This design comes from an exercise in tuning for small area on the open sky130 flow, not from production work.
The RTL was checked by simulation tests, not by an equivalence proof against the original design.
No driver is modelled on the clock port, so clock power and skew are understated where the tree is cut down; a real chip needs a root buffer or a tree.
Power is estimated from default activity; no workload was simulated.

==> garnet: inputs <==
==> flow/design.v (excerpt) <==
module clutchcamassy(clk, rst, clch_latch, power, cont_angle, clch_angle, rc1, rc2, rc3, rc4, rc5, rc6, rc7, rc8, rc9, rc12, rl1, rl2, rl3, rl10, sccb);
==> flow/config.mk <==
export PLATFORM = sky130hd
export DESIGN_NAME = clutchcamassy
export DESIGN_NICKNAME = clutchcamassy
export VERILOG_FILES = /design/flow/design.v
export SDC_FILE = /design/flow/constraint.sdc
export NUM_CORES = 4
export LEC_CHECK = 0
export ABC_AREA = 1
export CAP_MARGIN = 20
export CORE_MARGIN = 2
export CORE_UTILIZATION = 40
export CTS_BUF_LIST = sky130_fd_sc_hd__clkbuf_2 sky130_fd_sc_hd__clkbuf_4
export SLEW_MARGIN = 20
==> flow/constraint.sdc <==
create_clock -name core_clock -period 35.0 [get_ports {clk}]
set_input_delay 7.0000 -clock core_clock [delete_from_list [all_inputs] [get_ports {clk}]]
set_output_delay 7.0000 -clock core_clock [all_outputs]
set_load 0.01 [all_outputs]
standard.sh (not shown) runs the stock make flow with config.mk's settings and CLKGATE_MAP_FILE= SYNTH_SCRIPT=/design/flow/synth_recipe.tcl, a recipe that flattens the netlist after the stock synthesis.
==> flow/flow/run.sh <==
#!/bin/bash
# Own layout flow: the standard flow, with three changes that cut cell area.
#  1. After the standard synthesis, the combinational cells between the flip-flops are re-mapped
#     by Yosys/ABC for area (flow/reopt.tcl with flow/remap.abc). Every flip-flop keeps its cell
#     and its name.
#  2. Port buffers are buf_1 (BUFFER_PORTS_ARGS), not the larger cell buffer_ports picks itself.
#  3. The constant-0 outputs share one tie cell (SKIP_REPAIR_TIE_FANOUT) instead of one each.
# Each tool's full output goes to a log file in this folder.
set -euo pipefail
here=$(pwd)
res=$here/orfs/results/$FLOW_PLATFORM/clutchcamassy/base
YOSYS=${YOSYS_EXE:-$FLOW_HOME/../tools/install/yosys/bin/yosys}
[[ -x $YOSYS ]] || YOSYS=yosys

bash standard.sh synth > log_1_synth.txt 2>&1

cp $res/1_2_yosys.v $here/standard_synth.v
REOPT_IN=$here/standard_synth.v REOPT_OUT=$here/reopt.v REOPT_SCRIPT=$here/flow/remap.abc \
  $YOSYS -c $here/flow/reopt.tcl > log_2_reopt.txt 2>&1
cp $here/reopt.v $res/1_2_yosys.v
touch $res/1_2_yosys.v
rm -f $res/1_synth.odb $res/1_synth.sdc

export SKIP_REPAIR_TIE_FANOUT=1
export BUFFER_PORTS_ARGS="-buffer_cell sky130_fd_sc_hd__buf_1"
export CTS_ARGS="-sink_clustering_enable -sink_clustering_size 12 -sink_clustering_max_diameter 500 -sink_buffer_max_cap_derate 1.0 -repair_clock_nets -buf_list sky130_fd_sc_hd__clkbuf_4 -dont_use_dummy_load"
bash standard.sh > log_3_layout.txt 2>&1
Other scripts of this flow, unchanged in this note and not shown: flow/flow/remap.abc, flow/flow/reopt.tcl
==> inputs of amber, as changes to garnet <==
--- a/flow/flow/run.sh
+++ b/flow/flow/run.sh
@@ -23,5 +23,5 @@
 
 export SKIP_REPAIR_TIE_FANOUT=1
 export BUFFER_PORTS_ARGS="-buffer_cell sky130_fd_sc_hd__buf_1"
-export CTS_ARGS="-sink_clustering_enable -sink_clustering_size 12 -sink_clustering_max_diameter 500 -sink_buffer_max_cap_derate 1.0 -repair_clock_nets -buf_list sky130_fd_sc_hd__clkbuf_4 -dont_use_dummy_load"
+export CTS_ARGS="-sink_clustering_enable -sink_clustering_size 12 -sink_clustering_max_diameter 500 -sink_buffer_max_cap_derate 1.0 -repair_clock_nets -buf_list sky130_fd_sc_hd__clkbuf_2 -dont_use_dummy_load"
 bash standard.sh > log_3_layout.txt 2>&1
==> comparison table <==
quantity	garnet	amber
Number of DRC markers in iteration 0	85	114
Run status	complete, no violations	complete, no violations
Clock distribution power	0.00809 mW	0.00651 mW
Power drawn by the sequential cells	0.0130 mW	0.0131 mW
Cell-internal power	0.0174 mW	0.0157 mW
Maximum clock frequency	102 MHz	101 MHz
Pwr dens	21.2 nW/µm²	20.0 nW/µm²
Post-route core utilization	0.364	0.362
Share of the final layout cell area in multi-input gates	0.554	0.558
Clk root buf	sky130_fd_sc_hd__clkbuf_4	sky130_fd_sc_hd__clkbuf_2
Met3 wire len	258 µm	373 µm
Routed metal-1 wire length	1550 µm	1480 µm
Via count of the first global-routing pass	1,216	1,210
Fraction of power spent switching nets	0.316	0.339
Static Leakage	0.368 nW	0.367 nW
Clock share of power	0.319	0.273
Routed via count	1,390	1,395
Area fraction of clock buffers and clock inverters	0.0188	0.0126
Register-to-Register Setup Slack	32.25 ns	32.21 ns
Global-route wire length before repair	5370 µm	5350 µm

* * *

==> build 55 <==
clutchcamassy, a different RTL version from the one above (not shown whole).
export LEC_CHECK = 0
export ABC_AREA = 1
export CAP_MARGIN = 20
export CORE_MARGIN = 2
export CORE_UTILIZATION = 40
export SLEW_MARGIN = 20
create_clock -name core_clock -period 35.0 [get_ports {clk}]
==> flow/flow/run.sh <==
#!/bin/bash
# Own layout flow: the standard flow, with four changes that cut cell area.
#  1. After the standard synthesis, the combinational cells between the flip-flops are re-mapped
#     by Yosys/ABC for area (flow/reopt.tcl tries flow/remap_*.abc and keeps the smallest).
#     Every flip-flop keeps its cell and its name.
#  2. Port buffers are buf_1 (BUFFER_PORTS_ARGS), not the larger cell buffer_ports picks itself.
#  3. The constant-0 outputs share one tie cell (SKIP_REPAIR_TIE_FANOUT) instead of one each.
#  4. Clock tree: clkbuf_2 buffers only, without sink clustering or dummy loads (CTS_ARGS).
# Each tool's full output goes to a log file in this folder.
set -euo pipefail
here=$(pwd)
res=$here/orfs/results/$FLOW_PLATFORM/clutchcamassy/base
YOSYS=${YOSYS_EXE:-$FLOW_HOME/../tools/install/yosys/bin/yosys}
[[ -x $YOSYS ]] || YOSYS=yosys

bash standard.sh synth > log_1_synth.txt 2>&1

cp $res/1_2_yosys.v $here/standard_synth.v
REOPT_IN=$here/standard_synth.v REOPT_OUT=$here/reopt.v REOPT_DIR=$here/flow \
  $YOSYS -c $here/flow/reopt.tcl > log_2_reopt.txt 2>&1
cp $here/reopt.v $res/1_2_yosys.v
touch $res/1_2_yosys.v
rm -f $res/1_synth.odb $res/1_synth.sdc

export SKIP_REPAIR_TIE_FANOUT=1
export BUFFER_PORTS_ARGS="-buffer_cell sky130_fd_sc_hd__buf_1"
export CTS_ARGS="-repair_clock_nets -buf_list sky130_fd_sc_hd__clkbuf_2 -dont_use_dummy_load"
export POST_CTS_TCL=$here/flow/post_cts.tcl
export POST_CTS_ROOT_BUF=sky130_fd_sc_hd__clkbuf_4
bash standard.sh > log_3_layout.txt 2>&1
==> flow/flow/post_cts.tcl <==
# After CTS: the tree for this small design is a root buffer feeding two leaf buffers. Replace it
# with one buffer that drives every flip-flop clock pin directly (all sinks see the same single
# buffer stage, so no register's clock is moved relative to another).
set block [ord::get_db_block]
set clk_port_net [[$block findBTerm clk] getNet]
set root ""
foreach it [$clk_port_net getITerms] {
  if {[$it isInputSignal]} { set root [$it getInst] }
}
if {$root eq ""} { error "no clock root buffer" }
set root_net [[$root findITerm X] getNet]
set leaves {}
foreach it [$root_net getITerms] {
  set inst [$it getInst]
  if {$inst == $root} { continue }
  if {[string match "sky130_fd_sc_hd__clkbuf*" [[$inst getMaster] getName]]} { lappend leaves $inst }
}
puts "POST_CTS: root [$root getName], [llength $leaves] leaf buffers"
foreach leaf $leaves {
  set leaf_net [[$leaf findITerm X] getNet]
  set sinks {}
  foreach it [$leaf_net getITerms] {
    if {[$it getInst] != $leaf} { lappend sinks $it }
  }
  foreach it $sinks {
    $it disconnect
    $it connect $root_net
  }
  [$leaf findITerm A] disconnect
  [$leaf findITerm X] disconnect
  odb::dbInst_destroy $leaf
  odb::dbNet_destroy $leaf_net
}
set m [[ord::get_db] findMaster $::env(POST_CTS_ROOT_BUF)]
$root swapMaster $m
puts "POST_CTS: root is now [[$root getMaster] getName], driving [llength [$root_net getITerms]] pins"
detailed_placement
check_placement -verbose
estimate_parasitics -placement
report_clock_skew
Other scripts of this flow, unchanged in this note and not shown: flow/flow/remap_1.abc, flow/flow/remap_2.abc, flow/flow/remap_3.abc, flow/flow/remap_4.abc, flow/flow/remap_5.abc, flow/flow/remap_6.abc, flow/flow/reopt.tcl
==> inputs of build 15, as changes to build 55 <==
--- a/flow/flow/run.sh
+++ b/flow/flow/run.sh
@@ -26,5 +26,3 @@
 export BUFFER_PORTS_ARGS="-buffer_cell sky130_fd_sc_hd__buf_1"
 export CTS_ARGS="-repair_clock_nets -buf_list sky130_fd_sc_hd__clkbuf_2 -dont_use_dummy_load"
-export POST_CTS_TCL=$here/flow/post_cts.tcl
-export POST_CTS_ROOT_BUF=sky130_fd_sc_hd__clkbuf_4
 bash standard.sh > log_3_layout.txt 2>&1
removed: flow/flow/post_cts.tcl
==> comparison <==
Build 15 completed without violations. Build 55 completed with no timing, DRC or antenna violations.
Of build 55 and build 15, build 15 has the higher clock skew (gap 0.0031 ns).
In build 55 the fmax is higher than in build 15, by 1.8%.
Of build 15 and build 55, build 15 has the higher clock-buffer cell count (gap 2).
Between build 55 and build 15, the lower first-iteration DRC count is in build 15 (gap about 27%, measured against build 15).
In flip-flop and latch count, build 55 and build 15 do not differ.
In combinational power, build 15 and build 55 hardly differ.
Of build 55 and build 15, build 55 has the higher sequential share of layout area (gap 0.15 points).
In sequential power, build 55 and build 15 hardly differ.
Between build 55 and build 15, the lower total power is in build 55 (gap about 9%, measured against build 15).
Between build 55 and build 15, the lower global-route usage is in build 15 (gap 0.31 points).
==> figures <==
|  | build 55 | build 15 |
|---|---|---|
| Mean routed wirelength per cell | 14.1 um | 14.2 um |
| Outcome | complete, no violations | complete, no violations |
| Worst ir drop on vdd | 15.1 uV | 11.6 uV |
| Via Count | 1209 | 1236 |
| Clk slew on worst S/H paths | 0.11 ns | 0.10 ns |
| Vias in the first global route | 1027 | 1053 |
| Leak Pwr | 0.337 nW | 0.345 nW |
| Share of cells above drive strength 1 | 0.538% | 1.60% |
| Met2 WL post-DR | 1.40 mm | 1.40 mm |
| Proportion of power drawn by flip-flops and latches | 61.2% | 56.0% |
| Internal power component | 0.0000146 W | 0.0000156 W |
| Final Power | 0.0000214 W | 0.0000234 W |
| Global routing usage on met1 | 28.1% | 26.9% |
| Wire length of the first global-routing pass | 4.95 mm | 5.02 mm |
| Least setup slack across all paths after layout | 25.72 ns | 25.56 ns |
| Metal1 wirelength | 1.43 mm | 1.46 mm |
| Worst-skew pair later-pin latency | 0.17 ns | 0.25 ns |
| Share of the final layout cell area in sequential cells | 20.7% | 20.6% |
| Utilization after layout | 35.4% | 35.7% |
| Share of total power in the clock network | 20.5% | 27.3% |
| Crit path arrival time | 2.28 ns | 2.44 ns |
| Highest attainable clock frequency | 108 MHz | 106 MHz |

* * *

==> try-onyx: inputs <==
clutchcamassy, a different RTL version from the one above (not shown whole).
clock: 35.0 ns
lec_check: 0
abc_area: 1
cap_margin: 20
core_margin: 2
core_utilization: 40
slew_margin: 20
==> flow/flow/run.sh <==
#!/bin/bash
# Own layout flow: the standard flow, with four changes that cut cell area.
#  1. After the standard synthesis, the combinational cells between the flip-flops are re-mapped
#     by Yosys/ABC for area (flow/reopt.tcl tries flow/remap_*.abc and keeps the smallest).
#     Every flip-flop keeps its cell and its name.
#  2. Port buffers are buf_1 (BUFFER_PORTS_ARGS), not the larger cell buffer_ports picks itself.
#  3. The constant-0 outputs share one tie cell (SKIP_REPAIR_TIE_FANOUT) instead of one each.
#  4. Clock tree: clkbuf_2 buffers only, without sink clustering or dummy loads (CTS_ARGS).
# Each tool's full output goes to a log file in this folder.
set -euo pipefail
here=$(pwd)
res=$here/orfs/results/$FLOW_PLATFORM/clutchcamassy/base
YOSYS=${YOSYS_EXE:-$FLOW_HOME/../tools/install/yosys/bin/yosys}
[[ -x $YOSYS ]] || YOSYS=yosys

bash standard.sh synth > log_1_synth.txt 2>&1

cp $res/1_2_yosys.v $here/standard_synth.v
REOPT_IN=$here/standard_synth.v REOPT_OUT=$here/reopt.v REOPT_DIR=$here/flow \
  $YOSYS -c $here/flow/reopt.tcl > log_2_reopt.txt 2>&1
cp $here/reopt.v $res/1_2_yosys.v
touch $res/1_2_yosys.v
rm -f $res/1_synth.odb $res/1_synth.sdc

export SKIP_REPAIR_TIE_FANOUT=1
export BUFFER_PORTS_ARGS="-buffer_cell sky130_fd_sc_hd__buf_1"
export CTS_ARGS="-repair_clock_nets -root_buf sky130_fd_sc_hd__clkbuf_2 -buf_list sky130_fd_sc_hd__clkbuf_4 -dont_use_dummy_load"
bash standard.sh > log_3_layout.txt 2>&1
Other scripts of this flow, unchanged in this note and not shown: flow/flow/remap_1.abc, flow/flow/remap_2.abc, flow/flow/remap_3.abc, flow/flow/remap_4.abc, flow/flow/remap_5.abc, flow/flow/remap_6.abc, flow/flow/reopt.tcl
==> try-fjord (differences from try-onyx) <==
--- a/flow/flow/run.sh
+++ b/flow/flow/run.sh
@@ -26,3 +26,3 @@
 export BUFFER_PORTS_ARGS="-buffer_cell sky130_fd_sc_hd__buf_1"
-export CTS_ARGS="-repair_clock_nets -root_buf sky130_fd_sc_hd__clkbuf_2 -buf_list sky130_fd_sc_hd__clkbuf_4 -dont_use_dummy_load"
+export CTS_ARGS="-sink_clustering_enable -sink_clustering_size 12 -sink_clustering_max_diameter 1000 -sink_clustering_levels 1 -repair_clock_nets -buf_list sky130_fd_sc_hd__clkbuf_4 -dont_use_dummy_load"
 bash standard.sh > log_3_layout.txt 2>&1
==> try-indigo (differences from try-onyx) <==
--- a/flow/flow/run.sh
+++ b/flow/flow/run.sh
@@ -26,3 +26,3 @@
 export BUFFER_PORTS_ARGS="-buffer_cell sky130_fd_sc_hd__buf_1"
-export CTS_ARGS="-repair_clock_nets -root_buf sky130_fd_sc_hd__clkbuf_2 -buf_list sky130_fd_sc_hd__clkbuf_4 -dont_use_dummy_load"
+export CTS_ARGS="-repair_clock_nets -buf_list sky130_fd_sc_hd__clkbuf_2 -dont_use_dummy_load"
 bash standard.sh > log_3_layout.txt 2>&1
==> comparison <==
Via count: try-indigo is larger than try-fjord (about 0.56%). Between try-indigo and try-fjord, the lower total power is in try-indigo (gap about 6%, measured against try-fjord). Sequential share of layout area is the same in try-indigo and try-onyx. Die area is the same in try-indigo and try-fjord.

## static timing again, ports no longer ideal
Ports are ideal in the flow. The routed layouts listed here were re-timed in OpenROAD.
Step 1 (the two cells are an assumption about what drives the block):
set clk [get_ports {clk}]
set_driving_cell -lib_cell sky130_fd_sc_hd__clkbuf_16 $clk
set_driving_cell -lib_cell sky130_fd_sc_hd__buf_2 [delete_from_list [all_inputs] $clk]
Step 2, shift: input delay + t, output delay - t, t = (earliest + latest rising clock arrival at the registers) / 2. This alone moves slack from input paths to output paths.
Three values: ideal, step 1, step 2; two values: the first two.
run | t (ns) | setup slack, ns | hold WS [ns] | worst slew at a driven data input, ns | pins driven straight from the clock port
garnet | 0.288 | 25.151 / 25.131 / 25.419 | 0.529 / 0.529 / 0.529 | 0.03 | 1
amber | 0.279 | 25.111 / 25.092 / 25.371 | 0.535 / 0.535 / 0.535 | 0.04 | 1
build 55 | 0.182 | 25.719 / 25.702 / 25.885 | 0.573 / 0.573 / 0.573 | 0.03 | 1
build 15 | 0.271 | 25.555 / 25.537 / 25.808 | 0.569 / 0.569 / 0.569 | 0.03 | 1
try-onyx | 0.290 | 25.751 / 25.730 / 26.020 | 0.532 / 0.532 / 0.532 | 0.03 | 1
try-fjord | 0.294 | 25.774 / 25.752 / 26.046 | 0.526 / 0.526 / 0.526 | 0.03 | 1
try-indigo | 0.290 | 25.751 / 25.730 / 26.020 | 0.532 / 0.532 / 0.532 | 0.03 | 1
After both steps every run listed still meets setup and hold.
